Context: an optimization exercise on an open-source flow, tuned for small area. The choices shown serve that exercise and are no tape-out recipe.
The RTL was checked by simulation tests, not by an equivalence proof against the original design.

File: design/flow/design.v
`default_nettype none
module mult16x16 (
  input  wire signed [15:0] in1,
  input  wire signed [15:0] in2,
  output wire signed [31:0] out
  );
assign out = in1 * in2;
endmodule
`default_nettype none
module RIIR (
  input  wire               clk,
  input  wire               rst,
  input  wire signed [15:0] adc_data,
  input  wire               adc_valid,
  input  wire signed [15:0] ref_sin,
  input  wire signed [15:0] ref_cos,
  input  wire        [3:0]  tc,
  output wire signed [31:0] x,
  output wire signed [31:0] y
  );
reg               p_step;
reg        [3:0]  tc_r;       
reg        [3:0]  pre_d;      
reg signed [15:0] adc_r, cos_r;
reg signed [38:0] d_x, d_y;
reg signed [47:0] z_x, z_y;
reg signed [31:0] o_x;
reg signed [37:0] o_y;
wire start = adc_valid & ~p_step & ~rst;
function [3:0] pre_of;   
  input [3:0] t;
  pre_of = (t > 4'd5) ? t - 4'd5 : 4'd0;
endfunction
function [2:0] post_of;  
  input [3:0] t;
  post_of = (t > 4'd5) ? 3'd5 : t[2:0];
endfunction
wire [3:0] pre_now  = pre_of(tc_r);
wire [2:0] post_now = post_of(tc_r);
wire [3:0] pre_next = rst ? 4'd0 : pre_of(tc);
wire signed [47:0] zsx = z_x >>> 10;
wire signed [47:0] zsy = z_y >>> 10;
wire signed [37:0] w_x = $signed(zsx[37:0]) >>> post_now;
wire signed [37:0] w_y = $signed(zsy[37:0]) >>> post_now;
wire signed [15:0] op_a = start ? adc_r : adc_data;
wire signed [15:0] op_b = start ? cos_r : ref_sin;
wire signed [31:0] prod;
mult16x16 MUL (.in1(op_a), .in2(op_b), .out(prod));
wire [3:0] pre_a = start ? pre_now : pre_next;
wire signed [31:0] u = prod >>> pre_a;
wire signed [37:0] zo = start ? o_y : (rst ? 38'sd0 : w_x);
wire [3:0] pre_z = start ? pre_d : pre_now;
wire signed [37:0] zsr = zo >>> pre_z;
wire signed [38:0] dd = u - zsr;
always @(posedge clk) begin
  adc_r <= adc_data;
  cos_r <= ref_cos;
  pre_d <= pre_now;
  d_y   <= dd;
  if (!start) d_x <= dd;
  if (rst) begin
    p_step <= 1'b0;
    tc_r   <= 4'd0;
    z_x    <= 48'sd0;
    z_y    <= 48'sd0;
    o_x    <= 32'sd0;
    o_y    <= 38'sd0;
  end else begin
    p_step <= start;
    tc_r   <= tc;
    if (p_step) begin
      z_x <= z_x + d_x;
      z_y <= z_y + d_y;
    end
    o_x <= w_x[31:0];
    o_y <= w_y;
  end
end
assign x = o_x;
assign y = o_y[31:0];
endmodule
`default_nettype none
module cordic (
  input  wire        clk,
  input  wire [16:0] X,
  input  wire [16:0] Y,
  output wire [16:0] mag,
  output wire [7:0]  dec,
  output wire [1:0]  q9
  );
wire sx = X[16], sy = Y[16];
wire [16:0] xa = X ^ {17{sx}};
wire [16:0] ya = Y ^ {17{sy}};
wire sw = sx ^ sy;
wire signed [16:0] x0 = sw ? ya : xa;
wire signed [16:0] y0 = sw ? xa : ya;
wire [1:0] q0 = {sy, sw};
reg signed [16:0] xr [1:8];
reg signed [16:0] yr [1:7];
reg [7:0] dr [1:8];
reg [1:0] qr [1:9];
wire signed [16:0] xin [0:7];
wire signed [16:0] yin [0:7];
wire [7:0] din [0:7];
assign xin[0] = x0;
assign yin[0] = y0;
assign din[0] = 8'd0;
genvar k;
generate for (k = 0; k < 8; k = k + 1) begin : st
  if (k > 0) begin : c
    assign xin[k] = xr[k];
    assign yin[k] = yr[k];
    assign din[k] = dr[k];
  end
  wire d = (yin[k] > 0);
  wire signed [16:0] xs = xin[k] >>> k;
  wire signed [16:0] ys = yin[k] >>> k;
  always @(posedge clk) begin
    xr[k+1] <= d ? xin[k] + ys : xin[k] - ys;
    dr[k+1] <= din[k] | ({7'd0, d} << k);
  end
  if (k < 7) begin : yy
    always @(posedge clk)
      yr[k+1] <= d ? yin[k] - xs : yin[k] + xs;
  end
end endgenerate
integer i;
always @(posedge clk) begin
  qr[1] <= q0;
  for (i = 1; i < 9; i = i + 1) qr[i+1] <= qr[i];
end
assign mag = xr[8];
assign dec = dr[8];
assign q9  = qr[9];
endmodule
`default_nettype none
module fullcordic (
  input  wire        clk,
  input  wire        rst,
  input  wire [16:0] X,
  input  wire [16:0] Y,
  output wire [16:0] Mag,
  output wire [16:0] Ang
  );
wire [16:0] mag_o;
wire [7:0]  dec;
wire [1:0]  q9;
cordic CORE (
  .clk(clk),
  .X(X),
  .Y(Y),
  .mag(mag_o),
  .dec(dec),
  .q9(q9)
  );
localparam [16:0] T0 = 17'd11520, T1 = 17'd6800, T2 = 17'd3593, T3 = 17'd1824,
                  T4 = 17'd915,   T5 = 17'd458,  T6 = 17'd229,  T7 = 17'd114;
wire [16:0] ang_o = (dec[0] ? T0 : -T0) + (dec[1] ? T1 : -T1) +
                    (dec[2] ? T2 : -T2) + (dec[3] ? T3 : -T3) +
                    (dec[4] ? T4 : -T4) + (dec[5] ? T5 : -T5) +
                    (dec[6] ? T6 : -T6) + (dec[7] ? T7 : -T7) +
                    {q9, 8'd0} * 17'd90;
reg [3:0] vc;
always @(posedge clk)
  if (rst) vc <= 4'd0;
  else if (vc != 4'd9) vc <= vc + 4'd1;
reg [16:0] ang_rst;
always @(*)
  case (vc)
    4'd0: ang_rst = 17'd0;
    4'd1: ang_rst = -T7;
    4'd2: ang_rst = -(T7+T6);
    4'd3: ang_rst = -(T7+T6+T5);
    4'd4: ang_rst = -(T7+T6+T5+T4);
    4'd5: ang_rst = -(T7+T6+T5+T4+T3);
    4'd6: ang_rst = -(T7+T6+T5+T4+T3+T2);
    4'd7: ang_rst = -(T7+T6+T5+T4+T3+T2+T1);
    default: ang_rst = -(T7+T6+T5+T4+T3+T2+T1+T0);
  endcase
wire live = (vc == 4'd9);
assign Mag = live ? mag_o : 17'd0;
assign Ang = live ? ang_o : ang_rst;
endmodule
`default_nettype none
module lockin_core (
  input  wire               clk,
  input  wire               rst,         
  input  wire signed [15:0] adc_data,    
  input  wire               adc_valid,   
  input  wire signed [15:0] ref_sin,     
  input  wire signed [15:0] ref_cos,     
  input  wire        [3:0]  tc,          
  output wire signed [31:0] x,           
  output wire signed [31:0] y,           
  output wire        [16:0] mag,         
  output wire        [16:0] ang,         
  output wire               clip,        
  output wire               level        
  );
assign clip  = (!adc_data[15]&&(&adc_data[14:11]))||(adc_data[15]&&(&~adc_data[14:11]));
assign level = |mag[16:10];
RIIR FILT (
  .clk(clk),
  .rst(rst),
  .adc_data(adc_data),
  .adc_valid(adc_valid),
  .ref_sin(ref_sin),
  .ref_cos(ref_cos),
  .tc(tc),
  .x(x),
  .y(y)
  );
fullcordic CORDIC (
  .clk(clk),
  .rst(rst),
  .X(x[31:15]),
  .Y(y[31:15]),
  .Mag(mag),
  .Ang(ang)
  );
endmodule
File: design/flow/run.sh
#!/bin/bash
# synth_recipe.tcl (not shown) runs the flow's synth.tcl, then flattens the netlist and writes it again
# the make line also repeats each setting of config.mk as NAME=value (left out here)
make -C /OpenROAD-flow-scripts/flow DESIGN_CONFIG=/design/flow/config.mk WORK_HOME=/design/flow/orfs CLKGATE_MAP_FILE= SYNTH_SCRIPT=/design/flow/synth_recipe.tcl finish
File: design/flow/config.mk
export PLATFORM = sky130hd
export DESIGN_NAME = lockin_core
export DESIGN_NICKNAME = lockin_core
export VERILOG_FILES = /design/flow/design.v
export SDC_FILE = /design/flow/constraint.sdc
export NUM_CORES = 4
export LEC_CHECK = 0
export CAP_MARGIN = 20
export CORE_MARGIN = 2
export CORE_UTILIZATION = 40
export SLEW_MARGIN = 20
File: design/flow/constraint.sdc
create_clock -name core_clock -period 10.0 [get_ports {clk}]
set_input_delay 2.0000 -clock core_clock [delete_from_list [all_inputs] [get_ports {clk}]]
set_output_delay 2.0000 -clock core_clock [all_outputs]
set_load 0.01 [all_outputs]
==> run summary <==
-- metrics by stage --
stage / TNS, ps / cells / instance area [sq um]
after floorplan: -17650 / 6673 / 57200
after global placement: -104810 / 8910 / 63500
after detailed placement: -111480 / 8910 / 63500
after CTS: -8990 / 9102 / 67800
after global routing: -25640 / 9120 / 68300
final: -11920 / 9120 / 68300
-- placed cells by master (no fill, tap or decap), drive strengths merged, types with 32 or more instances in the layout --
cell type / netlist / routed
a21boi: 32 / 32
and2: 42 / 42
nand2: 664 / 664
fa: 346 / 346
nor2b: 42 / 42
and3: 52 / 52
nand2b: 55 / 55
o21bai: 80 / 80
nor2: 638 / 638
a21o: 159 / 159
edfxtp: 39 / 39
clkdlybuf4s50: 0 / 152
o211ai: 38 / 38
nor3: 118 / 118
o31ai: 45 / 45
a21oi: 483 / 483
mux4: 35 / 35
mux2i: 307 / 307
clkbuf: 157 / 96
or3: 35 / 35
ha: 529 / 529
o21a: 49 / 49
a211oi: 62 / 62
inv: 623 / 628
dfxtp: 572 / 572
nand3: 133 / 133
o21ai: 297 / 297
xor2: 171 / 171
buf: 98 / 535
a31oi: 47 / 47
xnor2: 324 / 324
-- path summary, 6_finish.rpt --
check                               start                           end  slack, ps  cells past startpoint
max                                   rst        FILT.d_x[31]$_DFFE_PP_       -580                     41
min          CORDIC.CORE.qr[5][1]$_DFF_P_  CORDIC.CORE.qr[6][1]$_DFF_P_        320                      0
max reg2reg        FILT.p_step$_SDFF_PP0_        FILT.d_x[31]$_DFFE_PP_        450                     40
min reg2reg  CORDIC.CORE.qr[5][1]$_DFF_P_  CORDIC.CORE.qr[6][1]$_DFF_P_        320                      0
-- routing by layer --
layer  global-route usage [%]  vias to the layer above
met5                        0                        -
met4                     6.28                        0
met3                     3.02                      235
met2                     38.8                     1139
met1                     31.2                    23900
li1                         -                    24000
-- cell type report --
type	count	share of cell area [%]
inverters	627	3.47
well taps	1876	3.44
clock inverters	42	0.757
clock buffers	96	3.10
multi-input cells	5180	61.9
flip-flops and latches	611	18.5
repair buffers	688	8.84
-- registers in the layout, summed over array words and instances, names as in the netlist, named ones only --
signal and cells:
CORDIC.CORE.xr 135, CORDIC.CORE.yr 119, FILT.z_x 48, FILT.z_y 48
FILT.d_x 39, FILT.d_y 39, FILT.o_y 38, CORDIC.CORE.dr 36
FILT.o_x 32, CORDIC.CORE.qr 18, FILT.adc_r 16, FILT.cos_r 16
CORDIC.vc 4, FILT.pre_d 4, FILT.tc_r 4, FILT.p_step 1
-- what timing repair did --
item | CTS | global route
gates cloned | 5 | 0
endpoints found under the setup margin | 68 | 62
pin swaps | 99 | 54
buffers inserted | 54 | 19
resized for setup | 241 | 71
hold buffers | 0 | 0
-- synth_stat cells, types with 27 or more instances --
| library cell | instances |
|---|---|
| nor4_1 | 31 |
| or2_2 | 27 |
| a21boi_0 | 29 |
| nand3_1 | 133 |
| o2111ai_1 | 29 |
| a21o_1 | 159 |
| buf_4 | 34 |
| o211ai_1 | 38 |
| xor2_1 | 171 |
| a31oi_1 | 47 |
| dfxtp_1 | 572 |
| a211oi_1 | 62 |
| o22ai_1 | 27 |
| o31ai_1 | 44 |
| xnor2_1 | 324 |
| and3_1 | 52 |
| and2_1 | 41 |
| o21bai_1 | 80 |
| nor2_1 | 638 |
| o21ai_0 | 287 |
| nor3_1 | 117 |
| inv_1 | 621 |
| ha_1 | 529 |
| mux4_2 | 35 |
| clkbuf_1 | 157 |
| o21a_1 | 49 |
| a21oi_1 | 483 |
| nor2b_1 | 42 |
| fa_1 | 346 |
| or3_1 | 35 |
| buf_1 | 38 |
| nand2b_1 | 55 |
| mux2i_1 | 307 |
| o41ai_1 | 27 |
| nand2_1 | 664 |
| edfxtp_1 | 39 |
-- worst max-delay path: cells and delay by family --
kind                       cells  cell delay [ps]
buffers and inverters         12             1570
AOI/OAI and AO/OA             15             2930
adders and majority gates      8             3330
muxes                          1              320
and+or+nand+nor                5              860
-- cell families after synthesis --
family / after synthesis / synth area share, %
mux: 363 / 7.26
xor+xnor: 495 / 7.68
flops: 611 / 22.4
simple gates: 1920 / 15.2
fa+ha+maj: 875 / 24.0
buf+inv: 882 / 6.17
compound gates: 1527 / 17.3
==> flow_summary.json <==
{
  "insertion_delay_ps": 710,
  "clk_pin_slew_ps": 50,
  "vias_per_cell": 5.40,
  "clockBufferDepth": 3,
  "whs_ps": 325,
  "hpwl_mm": 136,
  "grt_usage_pct": 23.1,
  "routed.top_layer": "met4",
  "die_w_um": 380,
  "synthDistinctLibCells": 95,
  "ys_async_sr_fraction_pct": 0,
  "antenna_found_initial": 1,
  "dieArea_sq_um": 144000,
  "worstPathRequired_ps": 10470,
  "avgSynthCellArea_sq_um": 8.46,
  "cts.sinks": 611,
  "tightest_slew_ps": 1060,
  "drc": 0,
  "layout.nets": 8113,
  "layout-drive-gt1-share_pct": 14.8,
  "gp_congestion": 0.953,
  "routedWlPerCell_um": 18.7,
  "ys.flop_type": "dfxtp_1",
  "start_kind": "input port",
  "crit_top_cell": "fa_1",
  "synth_cells": 6673,
  "dr_wl_met3_mm": 8.55,
  "worst_hold_path_type": "reg -> reg",
  "synth-seq-cells": 611,
  "period_share_pct": 106,
  "grt_pass1_vias": 48600,
  "ys_seq_area_share_pct": 22.4,
  "wl_met2_mm": 80.5,
  "vias": 49300,
  "seq_area_sq_um": 12600,
  "slew_headroom_pct": 28.8,
  "grt_start_max_net_pins": 99,
  "cap_violations": 0,
  "setup_violations": 40,
  "status": "failed layout checks",
  "synth_fp_nets": 7603,
  "yosys_warnings": 7,
  "crit_arrival_ps": 11060,
  "grt_overflow": 0,
  "fmax_mhz": 94.5,
  "drt_iter0_drc": 3822,
  "crit_type": "in -> reg",
  "finClkSkew_ps": 47.9,
  "diodes": 0,
  "path_max_fanout": 5,
  "num_io_pins": 155,
  "wirelength_mm": 170,
  "first_pass_iters": 6,
  "final_util_pct": 48.8,
  "cts_max_level": 3,
  "wl_met1_mm": 76.6,
  "synth.area.top_cells": "dfxtp_1, fa_1, ha_1",
  "setup_slack_ps": -583,
  "area_delta_synth_final_pct": 21.0,
  "fill_cells": 13400,
  "rsz0062_at_grt": "true",
  "start_util_pct": 40.4,
  "ant_nets": 0,
  "fp-row-count": 137,
  "hold_viol_final": 0,
  "slew_viol_final": 0,
  "die_y_um": 380,
  "synth_area_leader_cell": "dfxtp_1",
  "synth_edf_count": 39,
  "portBuffers": 154,
  "failed_checks": "negative setup slack",
  "slowest_stage": "fa_2",
  "multi_input_area_sq_um": 42300,
  "cts_buffers": 75,
  "grt_pass1_wl_mm": 270,
  "synth_top_area_share_pct": 20.3,
  "place_ws_ps": -2070,
  "min_period_ps": 10580,
  "cts_root_buf": "clkbuf_16",
  "coreArea_sq_um": 140000,
  "endpoint_kind": "flip-flop",
  "cts_tree": "yes",
  "slowest_delay_ps": 560,
  "syn_area_sq_um": 56500
}

separate check: timing with driven ports:
The flow's constraints put no driver on any port. The routed layout listed below was extracted and timed again, unchanged, in two steps. Step 1 sets driving cells, clkbuf_16 on the clock port and buf_2 on the other inputs (assumed; they add their load-dependent delay and slew). Step 2 also shifts input and output timing later by t, the mid clock arrival at the registers, as if the neighbouring blocks saw the same clock. Slacks: ideal / step 1 / step 2; pairs: ideal / step 1.
t, ns: 0.763
setup WS [ns]: -0.583 / -0.542 / -1.305
worst hold slack (ns): 0.325 / 0.325 / 0.325
worst register clock-pin slew, ns: 0.07 / 0.07
The setup slack of this run moves by +0.041 ns with the drivers and by -0.722 ns with both steps.
